Context: an optimization exercise on an open-source flow, tuned for small area and a short achievable clock period. The choices shown serve that exercise and are no tape-out recipe. Function was checked by simulation only, so behaviour that the tests miss may differ from the original. Power is estimated from default activity; no workload was simulated.

== build 35 ==
// cpu
module cpu(PC, INSTRUCTION, CLK, RESET);
    input  [31:0] INSTRUCTION;
    input         CLK, RESET;
    output [31:0] PC;
    wire       vld = (INSTRUCTION[31:28] == 4'd0);
    wire [3:0] o   = INSTRUCTION[27:24];
    wire [7:0] off = INSTRUCTION[23:16];
    wire [2:0] rd  = INSTRUCTION[18:16];
    wire [2:0] rt  = INSTRUCTION[10:8];
    wire [2:0] rs  = INSTRUCTION[2:0];
    wire [7:0] imm = INSTRUCTION[7:0];
    reg [7:0] r0, r1, r2, r3, r4, r5, r6, r7;    
    reg [7:0] e_a, e_b;                          
    reg [3:0] e_o;                               
    reg [2:0] e_rd;                              
    reg       e_we;                              
    reg       e_eq;                              
    reg [7:0] p_l;                               
    reg [21:0] p_u;                              
    reg [7:0] p_t;                               
    reg [4:0] p_ga, p_gz;                        
    reg       p_te, p_tn, p_ie, p_in, p_de, p_dn;
    wire [7:0] res;
    alu u_alu(.o(e_o), .a(e_a), .b(e_b), .res(res));
    wire [7:0] wen;
    wdec u_wdec(.we(e_we), .rd(e_rd), .rst(RESET), .wen(wen));
    wire [7:0] wd = res & {8{~RESET}};
    always @(posedge CLK) begin
        if (wen[0]) r0 <= wd;
        if (wen[1]) r1 <= wd;
        if (wen[2]) r2 <= wd;
        if (wen[3]) r3 <= wd;
        if (wen[4]) r4 <= wd;
        if (wen[5]) r5 <= wd;
        if (wen[6]) r6 <= wd;
  ...
==> flow/config.mk <==
export PLATFORM = sky130hd
export DESIGN_NAME = cpu
export DESIGN_NICKNAME = cpu
export VERILOG_FILES = /design/flow/design.v
export SDC_FILE = /design/flow/constraint.sdc
export NUM_CORES = 4
export LEC_CHECK = 0
export ABC_AREA = 1
export CAP_MARGIN = 20
export CORE_MARGIN = 2
export CORE_UTILIZATION = 40
export SETUP_SLACK_MARGIN = 4.5
export SLEW_MARGIN = 20
==> flow/constraint.sdc <==
create_clock -name core_clock -period 11.0 [get_ports {CLK}]
set_input_delay 2.2000 -clock core_clock [delete_from_list [all_inputs] [get_ports {CLK}]]
set_output_delay 2.2000 -clock core_clock [all_outputs]
set_load 0.01 [all_outputs]
standard.sh (not shown) runs the stock make flow with config.mk's settings and CLKGATE_MAP_FILE= SYNTH_SCRIPT=/design/flow/synth_recipe.tcl, a recipe that flattens the netlist after the stock synthesis.
==> flow/flow/run.sh <==
#!/bin/bash
# Standard ORFS layout (the standard.sh) with: plain buf_1 port buffers,
# a lighter clock tree (clkbuf_8, no dummy loads), and a tighter setup repair target.
export BUFFER_PORTS_ARGS="-buffer_cell sky130_fd_sc_hd__buf_1"
export CTS_ARGS="-sink_clustering_enable -repair_clock_nets -buf_list sky130_fd_sc_hd__clkbuf_8 -root_buf sky130_fd_sc_hd__clkbuf_8 -sink_clustering_size 20 -dont_use_dummy_load"
bash standard.sh SETUP_SLACK_MARGIN=6.5 TNS_END_PERCENT=5 CORE_UTILIZATION=70 PLACE_DENSITY=0.75 finish > standard.log 2>&1
Relative to build 35, the following input files were edited for build 83:
==> flow/flow/run.sh <==
#!/bin/bash
# Standard ORFS layout (the standard.sh) with: plain buf_1 port buffers,
# a lighter clock tree (clkbuf_8, no dummy loads), and a tighter setup repair target.
export BUFFER_PORTS_ARGS="-buffer_cell sky130_fd_sc_hd__buf_1"
export CTS_ARGS="-sink_clustering_enable -repair_clock_nets -buf_list sky130_fd_sc_hd__clkbuf_8 -root_buf sky130_fd_sc_hd__clkbuf_8 -sink_clustering_size 20 -dont_use_dummy_load"
bash standard.sh SETUP_SLACK_MARGIN=7 TNS_END_PERCENT=5 finish > standard.log 2>&1
Notes after the runs:
- Diff build 35..build 83 | count of hold buffers inserted by post-cts repair | unchanged
- Summary — total power, build 83 relative to build 35: higher, by 5.1%.
- NOTE number of inserted filler cells in the final layout build 35->build 83 increased by more than 100%
- For sequential group power, build 35 and build 83 come out practically identical.
- Between build 35 and build 83, the initial standard-cell utilization of the core is lower for build 83.
- Summary — number of tap cells inserted, build 83 relative to build 35: higher, by 108.
- The lower via density per instance came out of build 83.
- Compared with build 35, build 83 shows a higher number of setup buffers added after CTS.
- Higher share of the final layout cell area in sequential cells goes to build 35 over build 83.
- Build 83 vs build 35: non-clock buffer count up in build 83
Modified inputs, build 55 compared to build 83
diff --git a/flow/flow/run.sh b/flow/flow/run.sh
--- a/flow/flow/run.sh
+++ b/flow/flow/run.sh
@@ -4,3 +4,3 @@
 export BUFFER_PORTS_ARGS="-buffer_cell sky130_fd_sc_hd__buf_1"
 export CTS_ARGS="-sink_clustering_enable -repair_clock_nets -buf_list sky130_fd_sc_hd__clkbuf_8 -root_buf sky130_fd_sc_hd__clkbuf_8 -sink_clustering_size 20 -dont_use_dummy_load"
-bash standard.sh SETUP_SLACK_MARGIN=7 TNS_END_PERCENT=5 finish > standard.log 2>&1
+bash standard.sh SETUP_SLACK_MARGIN=6.5 TNS_END_PERCENT=5 CORE_UTILIZATION=55 finish > standard.log 2>&1
### Flow results
Build 55 finished every stage and its layout cleared the timing, DRC and antenna checks.
combinational logic as the largest power group was reported by build 83, and registers by build 55.
Build 55 ends up with a design area that is about 5.5% lower than in build 83.
Global-route usage: higher on build 55
Row register-to-register setup slack: build 55 higher / build 83 lower
In the flow results for build 55 and build 83, the routed wire length is smaller on build 55.
Summary — floorplan row count, build 55 relative to build 83: lower, by about 15%.
From build 55 to build 83, number of pins with negative max-slew slack in the final report did not move at all.
Modified inputs, build 94 compared to build 55
==> flow/flow/run.sh <==
#!/bin/bash
# Standard ORFS layout (the standard.sh) with: plain buf_1 port buffers,
# a lighter clock tree (clkbuf_8, no dummy loads), and a tighter setup repair target.
export BUFFER_PORTS_ARGS="-buffer_cell sky130_fd_sc_hd__buf_1"
export CTS_ARGS="-sink_clustering_enable -repair_clock_nets -buf_list sky130_fd_sc_hd__clkbuf_8 -root_buf sky130_fd_sc_hd__clkbuf_8 -sink_clustering_size 20 -dont_use_dummy_load"
bash standard.sh SETUP_SLACK_MARGIN=6.5 TNS_END_PERCENT=5 CORE_UTILIZATION=50 finish > standard.log 2>&1
[summary]
- Maximum number of pins on one net before global-route repair (build 94 / build 55): 0.852
- Per the comparison of build 94 with build 55, half-perimeter wire length after detailed placement +5.4%; setup slack went down 0.077 ns.
- Build 55 ended up with met4 as its highest layer used for signal routing; build 94 ended up with met5.
- On proportion of total power due to net switching: between build 94 and build 55, it ends up higher for build 94.
- Build 94 ended with more final area than build 55.
- Worst stage delay on the critical path essentially unchanged between build 94 and build 55.
- Relative to build 55, non-clock buffering overhead in the final layout increased by 0.23 points in build 94.
- Comparing build 94 and build 55, the lower final worst-path cycle share is on build 55.

========
cpu, a different RTL version from the one above (not shown whole).
Size: about 1,200 cells after synthesis, roughly 130 flip-flops, ~66 I/O pins.
==> flow/design.v (excerpt) <==
module cpu(PC, INSTRUCTION, CLK, RESET);
    input  [31:0] INSTRUCTION;
    input         CLK, RESET;
    output [31:0] PC;
    wire       vld = (INSTRUCTION[31:28] == 4'd0);
    wire [3:0] o   = INSTRUCTION[27:24];
    wire [7:0] off = INSTRUCTION[23:16];
    wire [2:0] rd  = INSTRUCTION[18:16];
    wire [2:0] rt  = INSTRUCTION[10:8];
    wire [2:0] rs  = INSTRUCTION[2:0];
    wire [7:0] imm = INSTRUCTION[7:0];
    reg [7:0] r0, r1, r2, r3, r4, r5, r6, r7;    
    reg [7:0] e_a, e_b;                          
    reg [3:0] e_o;                               
    reg [2:0] e_rd;                              
    reg       e_we, e_br;                        
    reg       e_eq;                              
    reg [7:0] p_l;                               
    reg [21:0] p_u;                              
    reg [7:0] p_t;                               
    reg       p_c, p_s;                          
    wire [7:0] res;
    wire       take;
    alu u_alu(.o(e_o), .a(e_a), .b(e_b), .br(e_br), .eq(e_eq), .res(res), .take(take));
    wire [7:0] wen;
    wdec u_wdec(.we(e_we), .rd(e_rd), .rst(RESET), .wen(wen));
    wire [7:0] wd = res & {8{~RESET}};
    always @(posedge CLK) begin
        if (wen[0]) r0 <= wd;
        if (wen[1]) r1 <= wd;
        if (wen[2]) r2 <= wd;
        if (wen[3]) r3 <= wd;
        if (wen[4]) r4 <= wd;
        if (wen[5]) r5 <= wd;
        if (wen[6]) r6 <= wd;
        if (wen[7]) r7 <= wd;
    end
    wire [29:0] pc;
    pcout u_pc(.l(p_l), .u(p_u), .t(p_t), .c(p_c), .s(p_s), .take(take), .pc(pc));
    assign PC = {pc, 2'b00};
    wire [8:0] tsum = {1'b0, pc[7:0]} + {1'b0, off} + 9'd1;
    always @(posedge CLK) begin
        p_l <= pc[7:0] | {8{RESET}};
        p_u <= pc[29:8] | {22{RESET}};
        p_t <= tsum[7:0];
        p_c <= tsum[8];
        p_s <= off[7];
    end
    wire [7:0] q1, q2;
    rdmux rm1(.s(rt), .i0(r0), .i1(r1), .i2(r2), .i3(r3), .i4(r4), .i5(r5), .i6(r6), .i7(r7), .o(q1));
    rdmux rm2(.s(rs), .i0(r0), .i1(r1), .i2(r2), .i3(r3), .i4(r4), .i5(r5), .i6(r6), .i7(r7), .o(q2));
    wire f1 = e_we & (e_rd == rt);
    wire f2 = e_we & (e_rd == rs);
    wire [7:0] d1 = f1 ? res : q1;
    wire [7:0] d2 = f2 ? res : q2;
    wire we, br, use_imm;
  ...
Settings: LEC_CHECK=0, ABC_AREA=1, CAP_MARGIN=20, CORE_MARGIN=2, CORE_UTILIZATION=40, SETUP_SLACK_MARGIN=4.5, SLEW_MARGIN=20; clock period 11.0 ns.
==> flow/flow/run.sh <==
#!/bin/bash
# Standard ORFS layout (the standard.sh) with: plain buf_1 port buffers,
# a lighter clock tree (clkbuf_8, no dummy loads), and a tighter setup repair target.
export BUFFER_PORTS_ARGS="-buffer_cell sky130_fd_sc_hd__buf_1"
export CTS_ARGS="-sink_clustering_enable -repair_clock_nets -buf_list sky130_fd_sc_hd__clkbuf_8 -root_buf sky130_fd_sc_hd__clkbuf_8 -sink_clustering_size 20 -dont_use_dummy_load"
bash standard.sh SETUP_SLACK_MARGIN=6 TNS_END_PERCENT=0 finish > standard.log 2>&1
The starting point finished with timing, DRC and antenna clean.
==> next run, changes <==
--- a/flow/flow/run.sh
+++ b/flow/flow/run.sh
@@ -6 +6 @@
-bash standard.sh SETUP_SLACK_MARGIN=6 TNS_END_PERCENT=0 finish > standard.log 2>&1
+bash standard.sh SETUP_SLACK_MARGIN=6  finish > standard.log 2>&1
The new run completed with no timing, DRC or antenna violations.
Cell count is unchanged.
Wire length drops by 0.32%.
Critical path depth stays the same.
Setup slack gains 0.059 ns.
Worst hold slack hardly moves.
Total power is about the same.
Clock power stays flat.
==> next run, changes <==
--- a/flow/flow/run.sh
+++ b/flow/flow/run.sh
@@ -6 +6 @@
-bash standard.sh SETUP_SLACK_MARGIN=6  finish > standard.log 2>&1
+bash standard.sh SETUP_SLACK_MARGIN=6.25 TNS_END_PERCENT=0 finish > standard.log 2>&1
After rerunning: The new run produced a clean layout; count of clock-buffer cells in the layout does not change; critical path depth climbs by 1; cell count climbs by 0.33%; synthesized area is unchanged.
==> next run, changes <==
--- a/flow/flow/run.sh
+++ b/flow/flow/run.sh
@@ -6 +6 @@
-bash standard.sh SETUP_SLACK_MARGIN=6.25 TNS_END_PERCENT=0 finish > standard.log 2>&1
+bash standard.sh SETUP_SLACK_MARGIN=6.5 TNS_END_PERCENT=5 finish > standard.log 2>&1
Outcome: Power climbs by 3.2%; global-route usage climbs by 0.27 points; clock skew is about the same; combinational power climbs by 6.9%; cell area climbs by 2.1%; final cell count climbs by about 0.5%; die area does not change; first-iteration DRC count drops by 3.6%; non-clock buffer count climbs by 8; routed wire length climbs by about 0.9%; maximum frequency climbs by 2.9%.

port drivers added, routing unchanged:
The results above use ideal ports. As a check the final layouts listed here were re-extracted and re-timed, cells and wires unchanged.
Step 1: set_driving_cell puts a clkbuf_16 on CLK and a buf_2 on each other input, an assumption about the parent block.
Step 2, shift: input delay + t, output delay - t, t = (earliest + latest rising clock arrival at the registers) / 2. This alone moves slack from input paths to output paths.
a / b / c = no drivers / after step 1 / after step 2; a / b = the first two.
run	t, ns	slack for setup (ns)	worst setup path after step 2	cell pins on the clock port's net
build 35	0.479	6.563 / 6.524 / 6.324	input to register	1
build 83	0.473	6.650 / 6.620 / 6.588	input to register	1
build 55	0.480	6.651 / 6.615 / 6.269	input to register	1
build 94	0.478	6.574 / 6.534 / 6.277	input to register	1
the first run of note 2	0.474	6.212 / 6.172 / 6.385	input to register	1
the second run of note 2	0.475	6.271 / 6.232 / 6.389	input to register	1
the third run of note 2	0.477	6.420 / 6.380 / 6.385	input to register	1
the fourth run of note 2	0.477	6.548 / 6.509 / 6.387	input to register	1
After both steps every run listed still meets setup and hold. The setup slack of build 55, which loses most, moves by -0.036 ns with the drivers and by -0.382 ns with both steps.
